From an optimization exercise on the open Yosys and OpenROAD flow, aimed at small area; shortcuts taken in it are not production practice. Only simulation tests tie the RTL to the original design; equivalence was not proved. Power is estimated from default activity; no workload was simulated.

===== design/flow/config.mk =====
export PLATFORM = sky130hd
export DESIGN_NAME = cpu
export DESIGN_NICKNAME = cpu
export VERILOG_FILES = /design/flow/design.v
export SDC_FILE = /design/flow/constraint.sdc
export NUM_CORES = 4
export LEC_CHECK = 0
export CAP_MARGIN = 20
export CORE_MARGIN = 2
export CORE_UTILIZATION = 60
export SLEW_MARGIN = 20
export SYNTH_HIERARCHICAL = 1

===== design/flow/constraint.sdc =====
create_clock -name core_clock -period 9.0 [get_ports {clk}]
set_input_delay 1.8000 -clock core_clock [delete_from_list [all_inputs] [get_ports {clk}]]
set_output_delay 1.8000 -clock core_clock [all_outputs]
set_load 0.01 [all_outputs]

===== design/flow/design.v =====
module cpu(
    input clk,
    input rst_n,
    output hlt,
    output [15:0] pc,
    input [15:0] imem_data,
    output [15:0] dmem_addr,
    output [15:0] dmem_wdata,
    output dmem_we,
    output dmem_re,
    input [15:0] dmem_rdata
);
    wire rst = ~rst_n;
    genvar g;
    reg  [15:0] pc_q;                  
    reg  [15:0] fd_i;                  
    reg  [15:0] dx_a, dx_b, dx_i;      
    reg         dx_bub;                
    reg         dx_fam, dx_faw;        
    reg         dx_fbm, dx_fbw;        
    reg         fl_n, fl_z, fl_v;      
    reg  [15:0] xm_alu, xm_b;          
    reg  [3:0]  xm_wr;
    reg         xm_sw, xm_lw, xm_rw, xm_hlt;
    reg  [15:0] mw_wd;                 
    reg  [3:0]  mw_wr;
    reg         mw_rw, mw_hlt;
    assign pc  = pc_q;
    assign hlt = mw_hlt;
    wire [15:0] rf_q [0:15];
    assign rf_q[0] = mw_wd;            
    wire [15:1] rf_we;
    wdec u_wdec(.wr(mw_wr), .rw(mw_rw), .rst(dx_bub), .we(rf_we));
    generate
        for (g = 1; g < 16; g = g + 1) begin : R
            reg [15:0] q;
            always @(posedge clk)
                if (rf_we[g]) q <= mw_wd;
            assign rf_q[g] = q;
        end
    endgenerate
    wire [3:0] op_d  = fd_i[15:12];
    wire       d_lb  = op_d[3] & ~op_d[2] & op_d[1];        
    wire       d_mem = op_d[3] & ~op_d[2] & ~op_d[1];       
    wire       d_sw  = d_mem & op_d[0];
    wire       d_pcs;                                    
    g_and2 u_pcs(.a(op_d[3] & op_d[2]), .b(op_d[1] & ~op_d[0]), .y(d_pcs));
    wire [3:0] rr1_d = d_lb  ? fd_i[11:8] : fd_i[7:4];
    wire [3:0] rr2_d = d_mem ? fd_i[11:8] : fd_i[3:0];
    wire [3:0] op_x  = dx_i[15:12];
    wire [3:0] wr_x  = dx_i[11:8];
    wire       x_lb  = op_x[3] & ~op_x[2] & op_x[1];
    wire       x_mem = op_x[3] & ~op_x[2] & ~op_x[1];
    wire       x_sw  = ~dx_bub & x_mem & op_x[0];
    wire       x_lw  = ~dx_bub & x_mem & ~op_x[0];
    wire       x_rw  = ~dx_bub & (~op_x[3] | (x_mem & ~op_x[0]) | x_lb | (op_x == 4'b1110));
    wire       x_hlt = ~dx_bub & (op_x == 4'b1111);
    wire       x_nz  = (wr_x != 4'd0);
    wire       m_fw  = xm_rw & (xm_wr != 4'd0);
    wire e1x, e2x, e1m, e2m, e1w, e2w;
    eq4 u_e1x(.a(rr1_d), .b(wr_x),  .y(e1x));
    eq4 u_e2x(.a(rr2_d), .b(wr_x),  .y(e2x));
    eq4 u_e1m(.a(rr1_d), .b(xm_wr), .y(e1m));
    eq4 u_e2m(.a(rr2_d), .b(xm_wr), .y(e2m));
    eq4 u_e1w(.a(rr1_d), .b(mw_wr), .y(e1w));
    eq4 u_e2w(.a(rr2_d), .b(mw_wr), .y(e2w));
    wire byp1 = mw_rw & e1w;
    wire byp2;                                  
    g_and2 u_byp2(.a(mw_rw), .b(e2w), .y(byp2));
    wire [16:0] s1, s2;
    rdsel u_s1(.rr(rr1_d), .byp(byp1), .pcs(d_pcs), .sel(s1));
    rdsel2 u_s2(.rr(rr2_d), .byp(byp2), .lb(d_lb), .sel(s2));
    wire [15:0] rd1, rd2;              
    generate
        for (g = 0; g < 16; g = g + 1) begin : B
            wire [16:0] col;
            genvar h;
            for (h = 0; h < 16; h = h + 1) begin : C
                assign col[h] = rf_q[h][g];
            end
            assign col[16] = pc_q[g];
            ao17 u_r1(.s(s1), .d(col), .y(rd1[g]));
            if (g < 8) begin : LB
                ao17 u_r2(.s(s2), .d({fd_i[g], col[15:0]}), .y(rd2[g]));
            end else begin : NL
                ao16 u_r2(.s(s2[15:0]), .d(col[15:0]), .y(rd2[g]));
            end
        end
    endgenerate
    wire f_n, f_z, f_v;
    flagcalc u_fl(.a(rd1), .b(rd2), .sub(op_d[0]), .n(f_n), .z(f_z), .v(f_v));
    wire f_as = ~op_d[3] & ~op_d[2] & ~op_d[1];             
    wire f_en = ~op_d[3] & ~(op_d[1] & op_d[0]);
    reg taken;
    always @* begin
        case (fd_i[11:9])
            3'b000: taken = ~fl_z;
            3'b001: taken = fl_z;
            3'b010: taken = ~fl_z & ~fl_n;
            3'b011: taken = fl_n;
            3'b100: taken = fl_z | ~fl_n;
            3'b101: taken = fl_n | fl_z;
            3'b110: taken = fl_v;
            default: taken = 1'b1;
        endcase
    end
    wire flush;                                              
    g_and2 u_fl2(.a(taken), .b(op_d[3] & op_d[2] & ~op_d[1]), .y(flush));
    wire stall = x_lw & x_nz & (e1x | (e2x & ~d_sw));
    wire [15:0] alu_x;
    alu u_alu(.op(op_x), .imm(dx_i[3:0]), .dx_a(dx_a), .dx_b(dx_b),
              .m_val(xm_alu), .w_val(mw_wd),
              .fam(dx_fam), .faw(dx_faw), .fbm(dx_fbm), .fbw(dx_fbw),
              .y(alu_x));
    wire fdx = x_sw & e1x;
    wire fdm = xm_rw & e1m;
    wire go  = rst_n & ~stall;
    wire halt_f = &imem_data[15:12];
    wire gf = go & flush;
    wire sel_x, sel_m, sel_r, sel_ad, sel_pc;
    g_and2 u_sx(.a(gf), .b(fdx), .y(sel_x));
    g_and2 u_sm(.a(gf), .b(~fdx & fdm), .y(sel_m));
    g_and2 u_sr(.a(gf), .b(~fdx & ~fdm & (byp1 | op_d[0])), .y(sel_r));
    g_and2 u_sa(.a(go), .b(flush ? (~fdx & ~fdm & ~byp1 & ~op_d[0]) : ~halt_f), .y(sel_ad));
    g_and2 u_sp(.a(rst_n), .b(stall | (~flush & halt_f)), .y(sel_pc));
    wire [15:0] pc_add;
    pcadd u_pca(.pc(pc_q), .off(fd_i[8:0]), .br(flush), .y(pc_add));
    wire [15:0] pc_nx;
    generate
        for (g = 0; g < 16; g = g + 1) begin : P
            ao5 u_p(.s({sel_pc, sel_ad, sel_r, sel_m, sel_x}),
                    .d({pc_q[g], pc_add[g], rd1[g], xm_alu[g], alu_x[g]}),
                    .y(pc_nx[g]));
        end
    endgenerate
    wire sfw_eq;
    eq4 u_sfw(.a(xm_wr), .b(mw_wr), .y(sfw_eq));
    wire sfw;                                  
    g_and2 u_sfw2(.a(sfw_eq), .b(xm_wr != 4'd0), .y(sfw));
    wire [15:0] wd_nx, fd_nx;
    wire fd_hold, fd_take, wd_ld, wd_al;
    g_and2 u_fh(.a(rst_n), .b(stall),   .y(fd_hold));
    g_and2 u_ft(.a(go),    .b(~flush),  .y(fd_take));
    g_and2 u_wl(.a(rst_n), .b(xm_lw),   .y(wd_ld));     
    g_and2 u_wa(.a(rst_n), .b(~xm_lw),  .y(wd_al));     
    generate
        for (g = 0; g < 16; g = g + 1) begin : MX
            g_mux2 u_sd(.a0(xm_b[g]), .a1(mw_wd[g]), .s(sfw), .y(dmem_wdata[g]));
            g_ao22 u_wd(.a(xm_alu[g]), .b(wd_al), .c(dmem_rdata[g]), .d(wd_ld), .y(wd_nx[g]));
            g_ao22 u_fd(.a(fd_i[g]), .b(fd_hold), .c(imem_data[g]), .d(fd_take), .y(fd_nx[g]));
        end
    endgenerate
    assign dmem_addr = xm_alu;
    assign dmem_we   = xm_sw;
    assign dmem_re   = xm_lw;
    always @(posedge clk) begin
        pc_q <= pc_nx;
        fd_i <= fd_nx;
    end
    always @(posedge clk) begin
        if (f_en) begin
            fl_n <= f_as & f_n; fl_z <= f_z; fl_v <= f_as & f_v;
        end
    end
    always @(posedge clk) begin
        dx_a   <= rd1;
        dx_b   <= rd2;
        dx_i   <= fd_i;
        dx_fam <= e1x & x_rw & x_nz;
        dx_faw <= e1m & m_fw;
        dx_fbm <= e2x & x_rw & x_nz & ~d_lb;
        dx_fbw <= e2m & m_fw & ~d_lb;
        xm_alu <= alu_x;
        xm_b   <= dx_b;
        mw_wd  <= wd_nx;
    end
    always @(posedge clk) begin
        dx_bub <= rst;
        xm_wr  <= dx_bub ? 4'd0 : wr_x;
        mw_wr  <= xm_wr;
        mw_rw  <= xm_rw;
        if (rst) begin
            xm_sw <= 1'b0; xm_lw <= 1'b0; xm_rw <= 1'b0; xm_hlt <= 1'b0;
            mw_hlt <= 1'b0;
        end else begin
            xm_sw <= x_sw; xm_lw <= x_lw; xm_rw <= x_rw; xm_hlt <= x_hlt;
            mw_hlt <= xm_hlt;
        end
    end
endmodule
module wdec(input [3:0] wr, input rw, input rst, output [15:1] we);
    wire [3:0] hi, lo;
    genvar g;
    generate
        for (g = 0; g < 4; g = g + 1) begin : D
            assign hi[g] = rw & (wr[3:2] == g);
            assign lo[g] = (wr[1:0] == g);
        end
        for (g = 1; g < 16; g = g + 1) begin : W
            g_ao21 u(.a(hi[g/4]), .b(lo[g%4]), .c(rst), .y(we[g]));
        end
    endgenerate
endmodule
module eq4(input [3:0] a, input [3:0] b, output y);
    assign y = (a == b);
endmodule
module rdsel(input [3:0] rr, input byp, input pcs, output [16:0] sel);
    wire en = ~pcs & ~byp;
    wire [3:0] hi, lo;
    genvar g;
    generate
        for (g = 0; g < 4; g = g + 1) begin : D
            assign hi[g] = en & (rr[3:2] == g);
            assign lo[g] = (rr[1:0] == g);
        end
        for (g = 1; g < 16; g = g + 1) begin : S
            g_and2 u(.a(hi[g/4]), .b(lo[g%4]), .y(sel[g]));
        end
    endgenerate
    g_and2 u0(.a(byp), .b(~pcs), .y(sel[0]));
    assign sel[16] = pcs;
endmodule
module rdsel2(input [3:0] rr, input byp, input lb, output [16:0] sel);
    wire en = ~byp & ~lb;
    wire [3:0] hi, lo;
    genvar g;
    generate
        for (g = 0; g < 4; g = g + 1) begin : D
            assign hi[g] = en & (rr[3:2] == g);
            assign lo[g] = (rr[1:0] == g);
        end
        for (g = 1; g < 16; g = g + 1) begin : S
            g_and2 u(.a(hi[g/4]), .b(lo[g%4]), .y(sel[g]));
        end
    endgenerate
    g_and2 u0(.a(byp), .b(~lb), .y(sel[0]));
    assign sel[16] = lb;
endmodule
module ao17(input [16:0] s, input [16:0] d, output y);
    wire [5:0] n;
    g_aoi222 u0(.a(s[0]),  .b(d[0]),  .c(s[1]),  .d(d[1]),  .e(s[2]),  .f(d[2]),  .y(n[0]));
    g_aoi222 u1(.a(s[3]),  .b(d[3]),  .c(s[4]),  .d(d[4]),  .e(s[5]),  .f(d[5]),  .y(n[1]));
    g_aoi222 u2(.a(s[6]),  .b(d[6]),  .c(s[7]),  .d(d[7]),  .e(s[8]),  .f(d[8]),  .y(n[2]));
    g_aoi222 u3(.a(s[9]),  .b(d[9]),  .c(s[10]), .d(d[10]), .e(s[11]), .f(d[11]), .y(n[3]));
    g_aoi222 u4(.a(s[12]), .b(d[12]), .c(s[13]), .d(d[13]), .e(s[14]), .f(d[14]), .y(n[4]));
    g_aoi22  u5(.a(s[15]), .b(d[15]), .c(s[16]), .d(d[16]), .y(n[5]));
    wire m;
    g_and3  u6(.a(n[0]), .b(n[1]), .c(n[2]), .y(m));
    g_nand4 u7(.a(m), .b(n[3]), .c(n[4]), .d(n[5]), .y(y));
endmodule
module ao16(input [15:0] s, input [15:0] d, output y);
    wire [5:0] n;
    g_aoi222 u0(.a(s[0]),  .b(d[0]),  .c(s[1]),  .d(d[1]),  .e(s[2]),  .f(d[2]),  .y(n[0]));
    g_aoi222 u1(.a(s[3]),  .b(d[3]),  .c(s[4]),  .d(d[4]),  .e(s[5]),  .f(d[5]),  .y(n[1]));
    g_aoi222 u2(.a(s[6]),  .b(d[6]),  .c(s[7]),  .d(d[7]),  .e(s[8]),  .f(d[8]),  .y(n[2]));
    g_aoi222 u3(.a(s[9]),  .b(d[9]),  .c(s[10]), .d(d[10]), .e(s[11]), .f(d[11]), .y(n[3]));
    g_aoi222 u4(.a(s[12]), .b(d[12]), .c(s[13]), .d(d[13]), .e(s[14]), .f(d[14]), .y(n[4]));
    g_nand2  u5(.a(s[15]), .b(d[15]), .y(n[5]));
    wire m;
    g_and3  u6(.a(n[0]), .b(n[1]), .c(n[2]), .y(m));
    g_nand4 u7(.a(m), .b(n[3]), .c(n[4]), .d(n[5]), .y(y));
endmodule
module ao5(input [4:0] s, input [4:0] d, output y);
    wire n0, n1;
    g_aoi222 u0(.a(s[0]), .b(d[0]), .c(s[1]), .d(d[1]), .e(s[2]), .f(d[2]), .y(n0));
    g_aoi22  u1(.a(s[3]), .b(d[3]), .c(s[4]), .d(d[4]), .y(n1));
    g_nand2  u2(.a(n0), .b(n1), .y(y));
endmodule
module ao3(input [2:0] s, input [2:0] d, output y);
    wire n;
    g_aoi222 u0(.a(s[0]), .b(d[0]), .c(s[1]), .d(d[1]), .e(s[2]), .f(d[2]), .y(n));
    g_inv    u1(.a(n), .y(y));
endmodule
module nadd16(input [15:0] a, input [15:0] b, input cin, input kill,
              output [15:0] bs, output [3:0] nco, output [15:0] s);
    genvar g;
    wire [16:0] rc;
    generate
        for (g = 0; g < 16; g = g + 1) begin : F
            if (g % 4 == 0 && g > 0) begin : H
                g_ha u(.a(a[g]), .b(b[g]), .s(bs[g]), .co(rc[g+1]));
            end else begin : A
                g_fa u(.a(a[g]), .b(b[g]), .c((g == 0) ? cin : rc[g]), .s(bs[g]), .co(rc[g+1]));
            end
        end
    endgenerate
    assign nco = {rc[16], rc[12], rc[8], rc[4]};
    wire [3:0] allp;                   
    wire [3:1] c;                      
    generate
        for (g = 1; g < 4; g = g + 1) begin : N
            wire p01, p012;
            g_and2 u0(.a(bs[4*g]),   .b(bs[4*g+1]), .y(p01));
            g_and2 u1(.a(p01),       .b(bs[4*g+2]), .y(p012));
            g_and2 u2(.a(p012),      .b(bs[4*g+3]), .y(allp[g]));
            wire cj;
            if (g == 1) begin : C1
                assign cj = nco[0];
            end else begin : CN
                g_ao21 u3(.a(allp[g-1]), .b(c[g-1]), .c(nco[g-1]), .y(cj));
            end
            g_andn u4(.a(cj), .b(kill), .y(c[g]));
            wire t1, t2, t3;
            g_and2 u5(.a(c[g]), .b(bs[4*g]),   .y(t1));
            g_and2 u6(.a(c[g]), .b(p01),       .y(t2));
            g_and2 u7(.a(c[g]), .b(p012),      .y(t3));
            g_xor2 x0(.a(bs[4*g]),   .b(c[g]), .y(s[4*g]));
            g_xor2 x1(.a(bs[4*g+1]), .b(t1),   .y(s[4*g+1]));
            g_xor2 x2(.a(bs[4*g+2]), .b(t2),   .y(s[4*g+2]));
            g_xor2 x3(.a(bs[4*g+3]), .b(t3),   .y(s[4*g+3]));
        end
    endgenerate
    assign allp[0] = 1'b0;
    assign s[3:0] = bs[3:0];
endmodule
module flagcalc(input [15:0] a, input [15:0] b, input sub, output n, output z, output v);
    wire [15:0] bb, bs;
    wire [16:0] rc;
    genvar g;
    generate
        for (g = 0; g < 16; g = g + 1) begin : F
            g_xor2 u_x(.a(b[g]), .b(sub), .y(bb[g]));
            if (g % 4 == 0 && g > 0) begin : H
                g_ha u(.a(a[g]), .b(bb[g]), .s(bs[g]), .co(rc[g+1]));
            end else begin : A
                g_fa u(.a(a[g]), .b(bb[g]), .c((g == 0) ? sub : rc[g]), .s(bs[g]), .co(rc[g+1]));
            end
        end
    endgenerate
    wire [3:0] allp, allz, nz;
    wire [3:1] c;
    generate
        for (g = 0; g < 4; g = g + 1) begin : N
            assign allp[g] = &bs[4*g+3:4*g];
            assign allz[g] = ~|bs[4*g+3:4*g];
        end
    endgenerate
    assign c[1] = rc[4];
    assign c[2] = rc[8]  | (allp[1] & c[1]);
    assign c[3] = rc[12] | (allp[2] & c[2]);
    assign nz[0] = allz[0];
    assign nz[1] = c[1] ? allp[1] : allz[1];
    assign nz[2] = c[2] ? allp[2] : allz[2];
    assign nz[3] = c[3] ? allp[3] : allz[3];
    wire s15 = bs[15] ^ (c[3] & bs[12] & bs[13] & bs[14]);
    wire ovf = (a[15] == bb[15]) & (s15 != a[15]);
    assign n = ovf ? a[15] : s15;
    assign z = ~ovf & (&nz);
    assign v = ovf;
endmodule
module pcadd(input [15:0] pc, input [8:0] off, input br, output [15:0] y);
    wire [15:1] ad;
    assign ad[1] = br ? off[0] : 1'b1;
    genvar g;
    generate
        for (g = 2; g < 16; g = g + 1) begin : A
            assign ad[g] = br & off[(g < 10) ? g - 1 : 8];
        end
    endgenerate
    wire [16:2] c;
    g_ha u1(.a(pc[1]), .b(ad[1]), .s(y[1]), .co(c[2]));
    generate
        for (g = 2; g < 16; g = g + 1) begin : F
            g_fa u(.a(pc[g]), .b(ad[g]), .c(c[g]), .s(y[g]), .co(c[g+1]));
        end
    endgenerate
    assign y[0] = pc[0];
endmodule
module alu(
    input  [3:0]  op,
    input  [3:0]  imm,             
    input  [15:0] dx_a, dx_b, m_val, w_val,
    input         fam, faw, fbm, fbw,
    output [15:0] y
);
    wire x_lb  = op[3] & ~op[2] & op[1];
    wire x_mem = op[3] & ~op[2] & ~op[1];
    wire isrc  = (~op[3] & op[2] & ~(op[1] & op[0])) | (op[3] & ~op[1]);
    wire sub;
    g_and2 u_sub(.a(~op[3] & ~op[2] & ~op[1]), .b(op[0]), .y(sub));
    wire nib   = ~op[3] & op[1] & op[0];                     
    wire sa_m = fam;
    wire sa_w, sa_r;
    g_and2 u_saw(.a(~fam), .b(faw),  .y(sa_w));
    g_and2 u_sar(.a(~fam), .b(~faw), .y(sa_r));
    wire sb_m, sb_w, sb_r;
    g_and2 u_sbm(.a(~isrc), .b(fbm), .y(sb_m));
    g_and2 u_sbw(.a(~isrc & ~fbm), .b(fbw),  .y(sb_w));
    g_and2 u_sbr(.a(~isrc & ~fbm), .b(~fbw), .y(sb_r));
    wire [15:0] ib = x_mem ? {{11{imm[3]}}, imm[3:0], 1'b0} : {12'h000, imm[3:0]};
    wire [15:0] nibs = ~(ib & {16{isrc}});
    wire [15:0] a, aa, b, p;
    genvar g;
    generate
        for (g = 0; g < 16; g = g + 1) begin : BIT
            ao3 u_a(.s({sa_r, sa_w, sa_m}), .d({dx_a[g], w_val[g], m_val[g]}), .y(a[g]));
            opb u_b(.s({sb_r, sb_w, sb_m}), .d({dx_b[g], w_val[g], m_val[g]}), .ni(nibs[g]), .inv(sub), .y(b[g]));
            g_xor2 u_p(.a(aa[g]), .b(b[g]), .y(p[g]));
        end
    endgenerate
    assign aa = {a[15:1], a[0] & ~op[3]};              
    wire [15:0] bs, s;
    wire [3:0]  nco;
    nadd16 u_add(.a(aa), .b(b), .cin(sub), .kill(nib), .bs(bs), .nco(nco), .s(s));
    wire [4:0] x0 = {p[3]  ^ nco[0], bs[3:0]};
    wire [4:0] x1 = {p[7]  ^ nco[1], bs[7:4]};
    wire [4:0] x2 = {p[11] ^ nco[2], bs[11:8]};
    wire [4:0] x3 = {p[15] ^ nco[3], bs[15:12]};
    wire [5:0] u, v;
    wire [6:0] red;
    sadd5 u_u(.a(x0), .b(x1), .y(u));
    sadd5 u_v(.a(x2), .b(x3), .y(v));
    sadd6 u_r(.a(u), .b(v), .y(red));
    wire [3:0]  sh_n = imm[3:0];
    wire        sll  = (op == 4'b0100);
    wire [3:0]  ng   = 4'd0 - sh_n;
    wire [3:0]  rn;
    assign rn[0] = sh_n[0];
    g_mux2 u_rn1(.a0(sh_n[1]), .a1(ng[1]), .s(sll), .y(rn[1]));
    g_mux2 u_rn2(.a0(sh_n[2]), .a1(ng[2]), .s(sll), .y(rn[2]));
    g_mux2 u_rn3(.a0(sh_n[3]), .a1(ng[3]), .s(sll), .y(rn[3]));
    wire [15:0] rot;
    rotr u_rot(.a(a), .n(rn), .y(rot));
    wire [3:0]  a3 = {aa[15], aa[11], aa[7], aa[3]};
    wire [3:0]  b3 = {b[15], b[11], b[7], b[3]};
    wire [3:0]  s3 = {s[15], s[11], s[7], s[3]};
    wire [15:0] thr;
    wire [3:0]  gs;
    wire [7:0]  ncn;
    wire        c_sll, c_sra, c_ror, c_nfill, s_xor, s_red, sa_lo, sa_hi, s_llb, s_lhb;
    aluctl u_ctl(.op(op), .n(sh_n), .a3(a3), .b3(b3), .s3(s3), .red6(red[6]),
                 .thr(thr), .gs(gs), .ncn(ncn),
                 .sll(c_sll), .sra(c_sra), .ror(c_ror), .nfill(c_nfill),
                 .s_xor(s_xor), .s_red(s_red), .sa_lo(sa_lo), .sa_hi(sa_hi),
                 .s_llb(s_llb), .s_lhb(s_lhb));
    generate
        for (g = 0; g < 16; g = g + 1) begin : RS
            wire kk, nk;
            shmask u_m(.tl(thr[g]), .tr(thr[15-g]), .sll(c_sll), .sra(c_sra), .ror(c_ror),
                       .nfill(c_nfill), .nc(ncn[2*(g/4) + ((g % 4 == 3) ? 1 : 0)]), .kk(kk), .nk(nk));
            if (g < 7) begin : LO
                rbit6 u_r(.s(s[g]), .gs(gs[g/4]), .p(p[g]), .sx(s_xor), .rot(rot[g]), .kk(kk),
                          .r(red[g]), .sr(s_red), .a(a[g]), .sa(sa_lo), .b(b[g]), .sb(s_llb),
                          .nk(nk), .y(y[g]));
            end else if (g < 8) begin : L7
                rbit5 u_r(.s(s[g]), .gs(gs[g/4]), .p(p[g]), .sx(s_xor), .rot(rot[g]), .kk(kk),
                          .a(a[g]), .sa(sa_lo), .b(b[g]), .sb(s_llb), .nk(nk), .y(y[g]));
            end else begin : HI
                rbit5 u_r(.s(s[g]), .gs(gs[g/4]), .p(p[g]), .sx(s_xor), .rot(rot[g]), .kk(kk),
                          .a(a[g]), .sa(sa_hi), .b(b[g-8]), .sb(s_lhb), .nk(nk), .y(y[g]));
            end
        end
    endgenerate
endmodule
module opb(input [2:0] s, input [2:0] d, input ni, input inv, output y);
    wire n, o;
    g_aoi222 u0(.a(s[0]), .b(d[0]), .c(s[1]), .d(d[1]), .e(s[2]), .f(d[2]), .y(n));
    g_nand2  u1(.a(n), .b(ni), .y(o));
    g_xor2   u2(.a(o), .b(inv), .y(y));
endmodule
module shmask(input tl, input tr, input sll, input sra, input ror, input nfill,
              input nc, output kk, output nk);
    assign kk = ror | (sll & tl) | (sra & tr);
    assign nk = nc & (nfill | tr);
endmodule
module rbit6(input s, gs, p, sx, rot, kk, r, sr, a, sa, b, sb, nk, output y);
    wire n0, n1;
    g_aoi222 u0(.a(s), .b(gs), .c(p), .d(sx), .e(rot), .f(kk), .y(n0));
    g_aoi222 u1(.a(r), .b(sr), .c(a), .d(sa), .e(b), .f(sb), .y(n1));
    g_nand3  u2(.a(n0), .b(n1), .c(nk), .y(y));
endmodule
module rbit5(input s, gs, p, sx, rot, kk, a, sa, b, sb, nk, output y);
    wire n0, n1;
    g_aoi222 u0(.a(s), .b(gs), .c(p), .d(sx), .e(rot), .f(kk), .y(n0));
    g_aoi22  u1(.a(a), .b(sa), .c(b), .d(sb), .y(n1));
    g_nand3  u2(.a(n0), .b(n1), .c(nk), .y(y));
endmodule
module sadd5(input [4:0] a, input [4:0] b, output [5:0] y);
    wire [5:0] c;
    g_ha u0(.a(a[0]), .b(b[0]), .s(y[0]), .co(c[1]));
    g_fa u1(.a(a[1]), .b(b[1]), .c(c[1]), .s(y[1]), .co(c[2]));
    g_fa u2(.a(a[2]), .b(b[2]), .c(c[2]), .s(y[2]), .co(c[3]));
    g_fa u3(.a(a[3]), .b(b[3]), .c(c[3]), .s(y[3]), .co(c[4]));
    g_fa u4(.a(a[4]), .b(b[4]), .c(c[4]), .s(y[4]), .co(c[5]));
    assign y[5] = a[4] ^ b[4] ^ c[5];
endmodule
module sadd6(input [5:0] a, input [5:0] b, output [6:0] y);
    wire [6:0] c;
    g_ha u0(.a(a[0]), .b(b[0]), .s(y[0]), .co(c[1]));
    g_fa u1(.a(a[1]), .b(b[1]), .c(c[1]), .s(y[1]), .co(c[2]));
    g_fa u2(.a(a[2]), .b(b[2]), .c(c[2]), .s(y[2]), .co(c[3]));
    g_fa u3(.a(a[3]), .b(b[3]), .c(c[3]), .s(y[3]), .co(c[4]));
    g_fa u4(.a(a[4]), .b(b[4]), .c(c[4]), .s(y[4]), .co(c[5]));
    g_fa u5(.a(a[5]), .b(b[5]), .c(c[5]), .s(y[5]), .co(c[6]));
    assign y[6] = a[5] ^ b[5] ^ c[6];
endmodule
module rotr(input [15:0] a, input [3:0] n, output [15:0] y);
    wire [15:0] r1, r2, r4, r8;
    genvar g;
    generate
        for (g = 0; g < 16; g = g + 1) begin : M
            g_mux2i m1(.a0(a[g]),  .a1(a[(g+1)%16]),  .s(n[0]), .y(r1[g]));
            g_mux2i m2(.a0(r1[g]), .a1(r1[(g+2)%16]), .s(n[1]), .y(r2[g]));
            g_mux2i m4(.a0(r2[g]), .a1(r2[(g+4)%16]), .s(n[2]), .y(r4[g]));
            g_mux2i m8(.a0(r4[g]), .a1(r4[(g+8)%16]), .s(n[3]), .y(r8[g]));
        end
    endgenerate
    assign y = r8;
endmodule
module aluctl(
    input [3:0] op, input [3:0] n,
    input [3:0] a3, input [3:0] b3, input [3:0] s3,    
    input red6,
    output [15:0] thr, output [3:0] gs, output [7:0] ncn,
    output sll, output sra, output ror, output nfill,
    output s_xor, output s_red, output sa_lo, output sa_hi, output s_llb, output s_lhb
);
    wire x_mem = op[3] & ~op[2] & ~op[1];
    wire s_add = (~op[3] & ~op[2] & ~op[1]) | x_mem;
    wire s_pad = (op == 4'b0111);
    wire s_pcs = (op == 4'b1110);
    wire s_rd  = (op == 4'b0011);
    wire [3:0] oh = {op[3] & op[2], op[3] & ~op[2], ~op[3] & op[2], ~op[3] & ~op[2]};
    wire [3:0] ol = {op[1] & op[0], op[1] & ~op[0], ~op[1] & op[0], ~op[1] & ~op[0]};
    g_and2 u_sll(.a(oh[1]), .b(ol[0]), .y(sll));
    g_and2 u_sra(.a(oh[1]), .b(ol[1]), .y(sra));
    g_and2 u_ror(.a(oh[1]), .b(ol[2]), .y(ror));
    assign nfill = ~((op == 4'b0101) & a3[3]);
    g_and2 u_xor(.a(oh[0]), .b(ol[2]), .y(s_xor));
    g_and2 u_red(.a(oh[0]), .b(ol[3]), .y(s_red));
    g_and2 u_llb(.a(oh[2]), .b(ol[2]), .y(s_llb));
    g_and2 u_lhb(.a(oh[2]), .b(ol[3]), .y(s_lhb));
    g_or2  u_slo(.a(s_pcs), .b(op == 4'b1011), .y(sa_lo));
    g_or2  u_shi(.a(s_pcs), .b(op == 4'b1010), .y(sa_hi));
    genvar g;
    generate
        for (g = 0; g < 16; g = g + 1) begin : T
            assign thr[g] = (n <= g);
        end
    endgenerate
    wire [3:0] ov;
    generate
        for (g = 0; g < 4; g = g + 1) begin : O
            assign ov[g] = (a3[g] == b3[g]) & (s3[g] != a3[g]);
            assign gs[g] = (s_add & ~ov[3]) | (s_pad & ~ov[g]);
            wire sat_add = s_add & ov[3];
            wire sat_pad = s_pad & ov[g];
            wire rs = s_rd & red6;
            assign ncn[2*g]   = ~((sat_add & ~a3[3]) | (sat_pad & ~a3[g]) | ((g >= 2) ? rs : 1'b0));
            assign ncn[2*g+1] = ~((sat_add & ((g == 3) ? a3[3] : ~a3[3])) | (sat_pad & a3[g]) |
                                ((g >= 1) ? rs : 1'b0));
        end
    endgenerate
endmodule
module g_aoi222(input a, b, c, d, e, f, output y);
    assign y = ~((a & b) | (c & d) | (e & f));
endmodule
module g_aoi22(input a, b, c, d, output y);
    assign y = ~((a & b) | (c & d));
endmodule
module g_ao22(input a, b, c, d, output y);
    assign y = (a & b) | (c & d);
endmodule
module g_ao21(input a, b, c, output y);
    assign y = (a & b) | c;
endmodule
module g_nand2(input a, b, output y);
    assign y = ~(a & b);
endmodule
module g_and2(input a, b, output y);
    assign y = a & b;
endmodule
module g_andn(input a, b, output y);
    assign y = a & ~b;
endmodule
module g_and3(input a, b, c, output y);
    assign y = a & b & c;
endmodule
module g_nand3(input a, b, c, output y);
    assign y = ~(a & b & c);
endmodule
module g_nand4(input a, b, c, d, output y);
    assign y = ~(a & b & c & d);
endmodule
module g_inv(input a, output y);
    assign y = ~a;
endmodule
module g_xor2(input a, b, output y);
    assign y = a ^ b;
endmodule
module g_mux2(input a0, a1, s, output y);
    assign y = s ? a1 : a0;
endmodule
module g_mux2i(input a0, a1, s, output y);
    assign y = ~(s ? a1 : a0);
endmodule
module g_fa(input a, b, c, output s, co);
    assign s  = a ^ b ^ c;
    assign co = (a & b) | (c & (a ^ b));
endmodule
module g_ha(input a, b, output s, co);
    assign s  = a ^ b;
    assign co = a & b;
endmodule
module g_or2(input a, b, output y);
    assign y = a | b;
endmodule

===== design/flow/flow/run.sh =====
#!/bin/bash
# Layout flow: the standard ORFS flow (standard.sh) in two parts.
#  1. standard synthesis, unchanged;
#  2. every combinational cell that synthesis sized above drive strength 1
#     is set back to drive strength 1 (flow/downsize.tcl); placement and
#     timing repair size cells up again where the layout needs it;
#  3. the rest of the standard flow, with
#     - the port buffers made of the smallest buffer cell,
#     - timing-driven global placement that keeps none of its trial
#       buffering (GPL_KEEP_OVERFLOW 0); the resizer step after placement
#       repairs what needs it,
#     - the clock tree built with larger sink clusters and no dummy loads.
# Each tool's output goes to a log file of its own in this folder (and ORFS
# keeps its per-step logs under orfs/logs).
set -euo pipefail
export BUFFER_PORTS_ARGS="-buffer_cell sky130_fd_sc_hd__buf_1"
export GPL_KEEP_OVERFLOW=0
export CTS_ARGS="-sink_clustering_enable -repair_clock_nets -sink_clustering_size 30 -sink_clustering_max_diameter 100 -dont_use_dummy_load"
bash standard.sh synth > synth_make.log 2>&1
RESULTS_DIR="$PWD/orfs/results/$FLOW_PLATFORM/cpu/base" \
    openroad -no_init -exit flow/downsize.tcl > downsize.log 2>&1
bash standard.sh > layout_make.log 2>&1

===== design/flow/flow/downsize.tcl =====
# Set every combinational cell that synthesis gave a drive strength above 1
# back to drive strength 1; placement and timing repair size up where needed.
read_db $::env(RESULTS_DIR)/1_synth.odb
set db [ord::get_db]
set block [[$db getChip] getBlock]
set n 0
foreach inst [$block getInsts] {
  set name [[$inst getMaster] getName]
  if {![regexp {^(sky130_fd_sc_hd__[a-z0-9]+)_([0-9]+)$} $name -> base drive]} { continue }
  if {$drive == 1} { continue }
  if {[regexp {__(df|edf|sdf|dl|sdl|conb|clk|tap|fill|decap|diode|lpflow)} $base]} { continue }
  set m [$db findMaster ${base}_1]
  if {$m == "NULL"} { continue }
  $inst swapMaster $m
  incr n
}
puts "downsize: $n instances set to drive strength 1"
write_db $::env(RESULTS_DIR)/1_synth.odb

===== design/flow/standard.sh =====
#!/bin/bash
# synth_recipe.tcl (not shown) runs the flow's synth.tcl, then flattens the netlist and writes it again
# the make line also repeats each setting of config.mk as NAME=value (left out here)
make -C /OpenROAD-flow-scripts/flow DESIGN_CONFIG=/design/flow/config.mk WORK_HOME=/design/flow/orfs CLKGATE_MAP_FILE= SYNTH_SCRIPT=/design/flow/synth_recipe.tcl "${@:-finish}"

==> results.sh, run 1 <==
export IMPL_status="finished clean"
export IMPL_p_switching_uw=2040
export IMPL_routed_via_count=15015
export IMPL_p_clk_share_pct=15.8
export IMPL_drt_iter0_drc=2533
export IMPL_setup_tns_ns=0
export IMPL_swShare_pct=37.3
export IMPL_viasPerCell=7.75
export IMPL_internal_power_uw=3430
export IMPL_cp_required_ns=9.42
export IMPL_clk_latency_ns=0.54
export IMPL_placedCellCount=1919
export IMPL_arrival_ns=8.20
export IMPL_grt_total_usage_pct=36.3
export IMPL_grt_overflow_total=0
export IMPL_grt_pass1_vias=14183
export IMPL_ctsResizeCount=0
export IMPL_hp_class="register to register"
export IMPL_critPathKind="register to register"
export IMPL_n_antenna_cell=0
export IMPL_antenna_found_initial=1
export IMPL_syn_area_um2=19200
export IMPL_core_area_um2=31600
export IMPL_grt_max_degree=31
export IMPL_postCtsSetupRepairBufs=0
export IMPL_cts_htree_levels=1
export IMPL_die_area_um2=33400
export IMPL_gp_congestion=1.08
export IMPL_drc=0
export IMPL_drive_gt1_share_pct=1.37
export IMPL_clk_pin_slew_ns=0.12
export IMPL_placed_area_um2=19900
export IMPL_tightest_slew_ns=1.08
export IMPL_drt_pass1_iter_count=10
export IMPL_peakVddDrop_mv=0.317
export IMPL_post_drt_wl_per_cell_um=31.6
export IMPL_synth_fp_nets=1565
export IMPL_syn_to_final_growth_pct=5.94
export IMPL_hold_viol=0
export IMPL_pre_cts_slack_ns=1.35
export IMPL_setup_viol=0
export IMPL_instances_no_fill=1937
export IMPL_startpoint_type="register"
export IMPL_antenna_left=0
export IMPL_combPwrFrac_pct=36.2
export IMPL_die_width_um=183
export IMPL_clock_root_buffer="clkbuf_16"
export IMPL_hold_buffers=0
export IMPL_synthCells=1467
export IMPL_start_util_pct=60.8
export IMPL_cp_end_kind="register"
export IMPL_maxCapViolations=0
export IMPL_dp_hpwl_um=45200
export IMPL_rows=65
export IMPL_syn_area_per_cell_um2=13.1
export IMPL_clock_fmax_ghz=0.129
export IMPL_cts_sinks=386
export IMPL_clockBufferDepth=3
export IMPL_yosysWarnings=7
export IMPL_finClkSkew_ns=0.0539
export IMPL_grt_pass1_wl_um=90600
export IMPL_rsz0062_at_grt="false"
export IMPL_seqPwrFrac_pct=48.0
export IMPL_p_per_area_nw_per_um2=269
export IMPL_layout_setup_ws_ns=1.22
export IMPL_drt_wl_total_um=61200
export IMPL_slew_violations=0
export IMPL_ioPinCount=85
export IMPL_final_area_um2=20300
export IMPL_place_port_buffers=84
export IMPL_die_height_um=183
export IMPL_path_max_fanout=12
export IMPL_fin_crit_sh_pct=86.4
export IMPL_cts_tree="done"
export IMPL_slew_headroom_pct=27.9
export IMPL_nets=1635
export IMPL_period_minus_slack_ns=7.78
export IMPL_leakagePower_uw=0.00768
export IMPL_numCtsBuffers=17
==> through the flow <==
stage,power [uW],util [%],hold WS [ns]
after floorplan,3800,-,0.330
after global placement,4530,63.0,0.354
after detailed placement,4550,63.0,0.361
after CTS,5390,64.4,0.376
after global routing,5670,64.4,0.384
final,5470,64.4,0.374
==> per-layer routing <==
layer / GRT usage (%) / routed length (um)
met1: 47.8 / 23100
met2: 59.8 / 28900
met3: 4.45 / 5710
met4: 18.2 / 3470
met5: 0 / 0
==> cells in the final DEF (no fill, tap or decap), types with 17 or more instances in the layout <==
cell       instances
a22o_1            33
a222oi_1         231
a21o_1            18
nand2_1           59
nand3_1           23
clkbuf_16         17
buf_1             84
edfxtp_1         243
mux2i_1           64
o21a_1            18
nand4_1           35
dfxtp_1          141
mux2_1            27
nor2_1            21
and3_1            34
a22oi_1           49
fa_1              53
and2_1            96
a21oi_1           17
xor2_1            92
inv_1             33
==> state kept, by name, summed over array words and instances (netlist names), 4 cells and up <==
register	flops
dx_b	16
dx_i	12
xm_wr	4
R.q	240
mw_wr	4
xm_b	16
pc_q	16
mw_wd	16
fd_i	16
xm_alu	16
dx_a	16
==> power groups by stage <==
stage / Combinational (uW) / Clock, uW / Sequential, uW
6_report: 1980 / 862 / 2620
5_1_grt: 2090 / 916 / 2660
4_1_cts: 1920 / 860 / 2610
3_5_place_dp: 1910 / 0 / 2640
3_3_place_gp: 1900 / 0 / 2630
2_1_floorplan: 1290 / 0 / 2510
==> worst paths after layout <==
path         startpoint       end  slack [ns]  depth (start not counted)
max            fd_i[11]  pc_q[15]        1.22                         22
min             dx_b[8]   xm_b[8]        0.37                          0
max reg2reg    fd_i[11]  pc_q[15]        1.22                         22
min reg2reg     dx_b[8]   xm_b[8]        0.37                          0
==> worst max-delay path: stages (launching register included) <==
cell	delay, ns
dfxtp_1	0.52
nand2b_1	0.15
a21oi_1	0.06
o41ai_1	0.32
and2_1	0.37
nand2b_1	0.10
ha_1	0.21
fa_1	0.38
fa_1	0.41
fa_1	0.41
fa_1	0.40
fa_1	0.42
fa_1	0.41
fa_1	0.39
fa_1	0.39
fa_1	0.42
fa_1	0.41
fa_1	0.40
fa_1	0.40
fa_1	0.40
fa_1	0.44
a22oi_1	0.18
nand2_1	0.08
==> final cells by class <==
type / instances / area [um2]
Multi-Input combinational cell: 1014 / 8780
Fill cell: 2429 / 11200
Inverter: 33 / 124
Timing Repair Buffer: 85 / 330
Clock buffer: 17 / 425
Tap cell: 402 / 503
Sequential cell: 386 / 10200
==> run 2, diff against run 1 <==
--- a/design/flow/design.v
+++ b/design/flow/design.v
@@ -136,6 +136,7 @@
     wire sfw_eq;
     eq4 u_sfw(.a(xm_wr), .b(mw_wr), .y(sfw_eq));
-    wire sfw;                                  
+    wire sfw, nsfw;                            
     g_and2 u_sfw2(.a(sfw_eq), .b(xm_wr != 4'd0), .y(sfw));
+    g_or2  u_sfw3(.a(~sfw_eq), .b(xm_wr == 4'd0), .y(nsfw));
     wire [15:0] wd_nx, fd_nx;
     wire fd_hold, fd_take, wd_ld, wd_al;
@@ -146,5 +147,5 @@
     generate
         for (g = 0; g < 16; g = g + 1) begin : MX
-            g_mux2 u_sd(.a0(xm_b[g]), .a1(mw_wd[g]), .s(sfw), .y(dmem_wdata[g]));
+            g_ao22 u_sd(.a(xm_b[g]), .b(nsfw), .c(mw_wd[g]), .d(sfw), .y(dmem_wdata[g]));
             g_ao22 u_wd(.a(xm_alu[g]), .b(wd_al), .c(dmem_rdata[g]), .d(wd_ld), .y(wd_nx[g]));
             g_ao22 u_fd(.a(fd_i[g]), .b(fd_hold), .c(imem_data[g]), .d(fd_take), .y(fd_nx[g]));
@@ -376,5 +377,5 @@
     wire x_lb  = op[3] & ~op[2] & op[1];
     wire x_mem = op[3] & ~op[2] & ~op[1];
-    wire isrc  = (~op[3] & op[2] & ~(op[1] & op[0])) | (op[3] & ~op[1]);
+    wire isrc  = x_mem;
     wire sub;
     g_and2 u_sub(.a(~op[3] & ~op[2] & ~op[1]), .b(op[0]), .y(sub));
@@ -388,5 +389,5 @@
     g_and2 u_sbw(.a(~isrc & ~fbm), .b(fbw),  .y(sb_w));
     g_and2 u_sbr(.a(~isrc & ~fbm), .b(~fbw), .y(sb_r));
-    wire [15:0] ib = x_mem ? {{11{imm[3]}}, imm[3:0], 1'b0} : {12'h000, imm[3:0]};
+    wire [15:0] ib = {{11{imm[3]}}, imm[3:0], 1'b0};
     wire [15:0] nibs = ~(ib & {16{isrc}});
     wire [15:0] a, aa, b, p;
@@ -395,5 +396,9 @@
         for (g = 0; g < 16; g = g + 1) begin : BIT
             ao3 u_a(.s({sa_r, sa_w, sa_m}), .d({dx_a[g], w_val[g], m_val[g]}), .y(a[g]));
-            opb u_b(.s({sb_r, sb_w, sb_m}), .d({dx_b[g], w_val[g], m_val[g]}), .ni(nibs[g]), .inv(sub), .y(b[g]));
+            if (g == 0) begin : B0           
+                opb0 u_b(.s({sb_r, sb_w, sb_m}), .d({dx_b[g], w_val[g], m_val[g]}), .inv(sub), .y(b[g]));
+            end else begin : BN
+                opb u_b(.s({sb_r, sb_w, sb_m}), .d({dx_b[g], w_val[g], m_val[g]}), .ni(nibs[g]), .inv(sub), .y(b[g]));
+            end
             g_xor2 u_p(.a(aa[g]), .b(b[g]), .y(p[g]));
         end
@@ -476,4 +481,9 @@
     g_nand3  u2(.a(n0), .b(n1), .c(nk), .y(y));
 endmodule
+module opb0(input [2:0] s, input [2:0] d, input inv, output y);
+    wire n;
+    g_aoi222 u0(.a(s[0]), .b(d[0]), .c(s[1]), .d(d[1]), .e(s[2]), .f(d[2]), .y(n));
+    g_xnor2  u2(.a(n), .b(inv), .y(y));
+endmodule
 module sadd5(input [4:0] a, input [4:0] b, output [5:0] y);
     wire [5:0] c;
@@ -483,5 +493,5 @@
     g_fa u3(.a(a[3]), .b(b[3]), .c(c[3]), .s(y[3]), .co(c[4]));
     g_fa u4(.a(a[4]), .b(b[4]), .c(c[4]), .s(y[4]), .co(c[5]));
-    assign y[5] = a[4] ^ b[4] ^ c[5];
+    g_fa u5(.a(a[4]), .b(b[4]), .c(c[5]), .s(y[5]), .co());
 endmodule
 module sadd6(input [5:0] a, input [5:0] b, output [6:0] y);
@@ -493,5 +503,5 @@
     g_fa u4(.a(a[4]), .b(b[4]), .c(c[4]), .s(y[4]), .co(c[5]));
     g_fa u5(.a(a[5]), .b(b[5]), .c(c[5]), .s(y[5]), .co(c[6]));
-    assign y[6] = a[5] ^ b[5] ^ c[6];
+    g_fa u6(.a(a[5]), .b(b[5]), .c(c[6]), .s(y[6]), .co());
 endmodule
 module rotr(input [15:0] a, input [3:0] n, output [15:0] y);
@@ -606,2 +616,5 @@
     assign y = a | b;
 endmodule
+module g_xnor2(input a, b, output y);
+    assign y = ~(a ^ b);
+endmodule
==> run 2 against run 1 <==
Net effect: fmax fell by 5.4%; sequential power hardly changed; final cell count is 0.15% lower; critical endpoint is now pc_q[10].
==> results.sh, run 2 <==
export IMPL_status="finished clean"
export IMPL_postCtsSetupRepairBufs=0
export IMPL_nets=1634
export IMPL_regMostFlops="R.q"
export IMPL_post_drt_wl_per_cell_um=32.4
export IMPL_largest_register_ffs=240
export IMPL_setup_tns_ns=0
export IMPL_drc=0
export IMPL_start_util_pct=60.7
export IMPL_drt_iter0_drc=2980
export IMPL_die_height_um=182
export IMPL_cp_required_ns=9.42
export IMPL_tightest_slew_ns=1.13
export IMPL_maxCapViolations=0
export IMPL_clock_root_buffer="clkbuf_16"
export IMPL_yosysWarnings=7
export IMPL_drt_wl_total_um=62800
export IMPL_core_area_um2=31500
export IMPL_synthCells=1463
export IMPL_hold_buffers=0
export IMPL_place_port_buffers=84
export IMPL_period_minus_slack_ns=8.23
export IMPL_path_common_cell="fa_1"
export IMPL_layout_cells_most_common="edfxtp_1"
export IMPL_hp_class="register to register"
export IMPL_grt_total_usage_pct=37.2
export IMPL_startpoint_type="register"
export IMPL_peakVddDrop_mv=0.198
export IMPL_ioPinCount=85
export IMPL_synth_fp_nets=1564
export IMPL_clock_fmax_ghz=0.122
export IMPL_routed_via_count=15009
export IMPL_hold_viol=0
export IMPL_p_per_area_nw_per_um2=275
export IMPL_crit_buf_inv=0
export IMPL_arrival_ns=8.64
export IMPL_path_max_fanout=17
export IMPL_cp_top_family="adder cells"
export IMPL_cp_slowest_stage_delay_ns=0.71
export IMPL_numCtsBuffers=17
export IMPL_cp_end_kind="register"
export IMPL_rows=65
export IMPL_cts_sinks=386
export IMPL_cts_tree="done"
export IMPL_ctsResizeCount=0
export IMPL_antenna_left=0
export IMPL_clk_pin_slew_ns=0.12
export IMPL_final_cell_mix="243 x edfxtp_1, 231 x a222oi_1, 141 x dfxtp_1, 96 x and2_1, 91 x xor2_1"
export IMPL_syn_to_final_growth_pct=5.95
export IMPL_fin_crit_sh_pct=91.4
export IMPL_die_width_um=182
export IMPL_leakagePower_uw=0.00759
export IMPL_rsz0062_at_grt="false"
export IMPL_die_area_um2=33300
export IMPL_worst_path_max_delay_cell="dfxtp_1"
export IMPL_grt_pass1_vias=14631
export IMPL_drt_pass1_iter_count=10
export IMPL_clk_latency_ns=0.56
export IMPL_instances_no_fill=1934
export IMPL_slew_violations=0
export IMPL_crit_chain="nor3b_1 > nor2_1 > and2_1 > a222oi_1 > xnor2_1 > fa_1 > fa_1 > fa_1 > fa_1 > fa_1 > fa_1 > fa_1 > fa_1 > fa_1 > nor3b_1 > a22o_1 > a21oi_1 > o21a_1 > nand3_1 > a222oi_1 > nand2_1"
export IMPL_drive_gt1_share_pct=1.37
export IMPL_viasPerCell=7.76
export IMPL_setup_viol=0
export IMPL_placedCellCount=1916
export IMPL_syn_area_um2=19100
export IMPL_critPathKind="register to register"
export IMPL_antenna_found_initial=1
export IMPL_dp_hpwl_um=45500
export IMPL_slew_headroom_pct=24.6
export IMPL_finClkSkew_ns=0.0855
export IMPL_grt_overflow_total=0
export IMPL_clockBufferDepth=3
export IMPL_syn_area_per_cell_um2=13.1
export IMPL_grt_pass1_wl_um=92200
export IMPL_gp_congestion=1.01
export IMPL_cts_htree_levels=1
export IMPL_grt_max_degree=31
## run 2: cell types whose count changed in the layout (fill, tap and decap cells not counted), moves of 2 or more
cell,previous run,this run
a22o_1,33,49
mux2_1,27,11
fa_1,53,56
xor3_1,3,0
a32oi_1,2,0
inv_1,33,35
nor2_1,21,23
## run 2: metrics by stage
step	worst slack, ns	cell area (um2)	hold slack, ns	power, uW	util, %
2_1_floorplan	1.87	19100	0.330	3870	-
3_5_place_dp	0.896	19800	0.360	4670	62.9
3_3_place_gp	1.13	19800	0.360	4710	62.9
6_report	0.773	20200	0.379	5570	64.3
4_1_cts	0.830	20200	0.377	5520	64.3
5_1_grt	0.320	20200	0.391	5820	64.3
## run 2: where the power goes
| group | total, uW | internal [uW] | switching, uW |
|---|---|---|---|
| logic | 2070 | 822 | 1250 |
| registers | 2640 | 2280 | 359 |
| clock network | 864 | 342 | 522 |
## run 2: final cells by class
type / instances / area, um2
antenna: 1 / 2.50
clock buffer: 17 / 425
fill: 2375 / 11200
inverter: 35 / 131
multi-input combinational: 1009 / 8690
sequential: 386 / 10200
tap: 402 / 503
timing repair buffer: 84 / 315
## run 2: final timing paths
check	start	endpoint	slack [ns]	cells after the start
max	dx_i[15]	pc_q[10]	0.77	21
min	dx_b[15]	xm_b[15]	0.38	0
max reg2reg	dx_i[15]	pc_q[10]	0.77	21
min reg2reg	dx_b[15]	xm_b[15]	0.38	0
## run 2: routing by layer
| metal | vias to the layer above | part of all wire [%] | GRT usage, % |
|---|---|---|---|
| met3 | 184 | 10 | 5.31 |
| met1 | 7379 | 37 | 48.5 |
| met5 | - | 0 | 0 |
| met4 | 0 | 5.1 | 17.5 |
| met2 | 1153 | 47 | 62.1 |
| li1 | 6293 | - | - |
==> run 3, diff against run 2 <==
--- a/design/flow/flow/run.sh
+++ b/design/flow/flow/run.sh
@@ -16,5 +16,5 @@
 export BUFFER_PORTS_ARGS="-buffer_cell sky130_fd_sc_hd__buf_1"
 export GPL_KEEP_OVERFLOW=0
-export CTS_ARGS="-sink_clustering_enable -repair_clock_nets -sink_clustering_size 30 -sink_clustering_max_diameter 100 -dont_use_dummy_load"
+export CTS_ARGS="-sink_clustering_enable -repair_clock_nets -sink_clustering_size 25 -sink_clustering_max_diameter 100 -dont_use_dummy_load"
 bash standard.sh synth > synth_make.log 2>&1
 RESULTS_DIR="$PWD/orfs/results/$FLOW_PLATFORM/cpu/base" \
==> run 3 against run 2 <==
Net effect: combinational power barely moved; global-route usage grew 0.24 points; clock power up 7.1%; critical path depth is the same; utilization rose by 0.17 points; sequential share of layout area fell by 0.13 points; via count is 0.95% higher; first-iteration DRC count is 2.0% higher; fmax down 0.45%; clock skew is 0.026 ns lower; critical path type unchanged.
==> results.sh, run 3 <==
export IMPL_rrSetupSlack_ns=0.74
export IMPL_nFillCells=2360
export IMPL_path_common_cell="fa_1"
export IMPL_critPathKind="register to register"
export IMPL_rsz0062_at_grt="false"
export IMPL_worst_path_max_delay_cell="dfxtp_1"
export IMPL_final_area_um2=20300
export IMPL_slew_violations=0
export IMPL_path_max_fanout=17
export IMPL_core_area_um2=31500
export IMPL_viasPerCell=7.82
export IMPL_cts_sinks=386
export IMPL_gp_congestion=1.01
export IMPL_rows=65
export IMPL_crit_buf_inv=1
export IMPL_peakVddDrop_mv=0.236
export IMPL_nets=1636
export IMPL_ctsResizeCount=0
export IMPL_drt_wl_total_um=63300
export IMPL_grt_max_degree=26
export IMPL_leakagePower_uw=0.00761
export IMPL_grt_pass1_vias=14567
export IMPL_hp_class="register to register"
export IMPL_crit_chain="nor3b_1 > inv_1 > and2_1 > a222oi_1 > xnor2_1 > fa_1 > fa_1 > fa_1 > fa_1 > fa_1 > fa_1 > fa_1 > fa_1 > fa_1 > nor3b_1 > a22o_1 > a21oi_1 > o21a_1 > nand3_1 > a222oi_1 > nand2_1"
export IMPL_synthCells=1463
export IMPL_start_util_pct=60.7
export IMPL_grt_overflow_total=0
export IMPL_finClkSkew_ns=0.0593
export IMPL_cp_slowest_stage_delay_ns=0.72
export IMPL_regMostFlops="R.q"
export IMPL_post_drt_wl_per_cell_um=32.7
export IMPL_clockBufferDepth=3
export IMPL_cp_required_ns=9.39
export IMPL_internal_power_uw=3480
export IMPL_hold_viol=0
export IMPL_startpoint_type="register"
export IMPL_syn_area_um2=19100
export IMPL_syn_to_final_growth_pct=6.23
export IMPL_status="finished clean"
export IMPL_setup_viol=0
export IMPL_synth_fp_nets=1564
export IMPL_seqPwrFrac_pct=46.8
export IMPL_clk_latency_ns=0.56
export IMPL_fin_hold_ws_ns=0.378
export IMPL_clock_fmax_ghz=0.121
export IMPL_syn_area_per_cell_um2=13.1
export IMPL_hold_buffers=0
export IMPL_layout_cells_most_common="edfxtp_1"
export IMPL_antenna_found_initial=2
export IMPL_pre_cts_slack_ns=0.896
export IMPL_grt_total_usage_pct=37.5
export IMPL_p_switching_uw=2160
export IMPL_final_cell_mix="243 x edfxtp_1, 231 x a222oi_1, 141 x dfxtp_1, 96 x and2_1, 91 x xor2_1"
export IMPL_fin_crit_sh_pct=91.8
export IMPL_die_width_um=182
export IMPL_place_port_buffers=84
export IMPL_drc=0
export IMPL_arrival_ns=8.66
export IMPL_antenna_left=0
export IMPL_drt_pass1_iter_count=11
export IMPL_p_per_area_nw_per_um2=278
export IMPL_grt_pass1_wl_um=92700
export IMPL_postCtsSetupRepairBufs=0
export IMPL_largest_register_ffs=240
export IMPL_swShare_pct=38.3
export IMPL_maxCapViolations=0
export IMPL_numCtsBuffers=19
export IMPL_clock_root_buffer="clkbuf_16"
export IMPL_p_clk_share_pct=16.4
export IMPL_cp_top_family="adder cells"
export IMPL_drt_iter0_drc=3039
export IMPL_die_height_um=182
export IMPL_routed_via_count=15152
export IMPL_setup_tns_ns=0
export IMPL_yosysWarnings=7
export IMPL_cp_end_kind="register"
export IMPL_placed_area_um2=19800
export IMPL_slew_headroom_pct=23.2
export IMPL_layout_setup_ws_ns=0.736
export IMPL_ioPinCount=85
export IMPL_dp_hpwl_um=45500
export IMPL_period_minus_slack_ns=8.26
export IMPL_drive_gt1_share_pct=1.50
export IMPL_die_area_um2=33300
export IMPL_cts_tree="done"
export IMPL_combPwrFrac_pct=36.8
export IMPL_tightest_slew_ns=1.15
export IMPL_cts_htree_levels=1
export IMPL_final_util_pct=64.4
export IMPL_clk_pin_slew_ns=0.10
==> run 3: final timing paths <==
check	from	to	depth (start not counted)
setup / recovery	dx_i[15]	pc_q[8]	21
hold / removal	dx_b[15]	xm_b[15]	0
setup reg to reg	dx_i[15]	pc_q[8]	21
hold reg to reg	dx_b[15]	xm_b[15]	0
==> run 3: cell type report <==
class / instances / area [um2] / share of cell area [%]
antenna: 2 / 5.00 / 0.0247
clock buffer: 19 / 475 / 2.34
inverter: 35 / 131 / 0.648
multi-input combinational: 1009 / 8690 / 42.8
sequential: 386 / 10200 / 50.1
tap: 402 / 503 / 2.48
timing repair buffer: 84 / 315 / 1.55
==> run 3: per-layer routing <==
metal	track usage [%]	routed length (um)	vias up
li1	-	-	6298
met1	48.3	23300	7461
met2	62.2	29700	1174
met3	6.71	6920	219
met4	17.2	3390	0
met5	0	0	-
==> run 3: power by group through the flow <==
stage / combinational, uW / sequential (uW) / clock (uW)
floorplan: 1350 / 2520 / 0
global route: 2240 / 2670 / 970
CTS: 2040 / 2620 / 916
global placement: 2070 / 2640 / 0
finish: 2080 / 2640 / 925
detailed placement: 2010 / 2660 / 0
==> run 3: through the flow <==
stage          total power, uW  instances
3_3_place_gp              4710       1916
5_1_grt                   5880       1935
2_1_floorplan             3870       1463
4_1_cts                   5570       1935
3_5_place_dp              4670       1916
6_report                  5640       1937

[static timing again, ports no longer ideal]
The flow's constraints put no driver on any port. The routed layouts listed below were extracted and timed again, unchanged, in two steps. Step 1: set_driving_cell puts a clkbuf_16 on clk and a buf_2 on each other input, an assumption about the parent block. Step 2 moves the port delays by t, midway between the first and last clock arrival at a register: inputs arrive t later, outputs are due t later. That takes back most of the time a late clock gives input paths. a / b / c = ideal ports / drivers / drivers and shift; a / b = the first two.
| run | t (ns) | setup WS [ns] | clock arrival spread, ns | worst slew at a driven data input, ns | cell pins on the clock port's net |
|---|---|---|---|---|---|
| run 1 | 0.567 | 1.220 / 1.220 / 1.220 | 0.056 / 0.057 | 0.04 | 1 |
| run 2 | 0.568 | 0.773 / 0.773 / 0.773 | 0.086 / 0.087 | 0.04 | 1 |
| run 3 | 0.587 | 0.736 / 0.736 / 0.736 | 0.060 / 0.060 | 0.04 | 1 |
After both steps setup and hold are still met in every run listed.
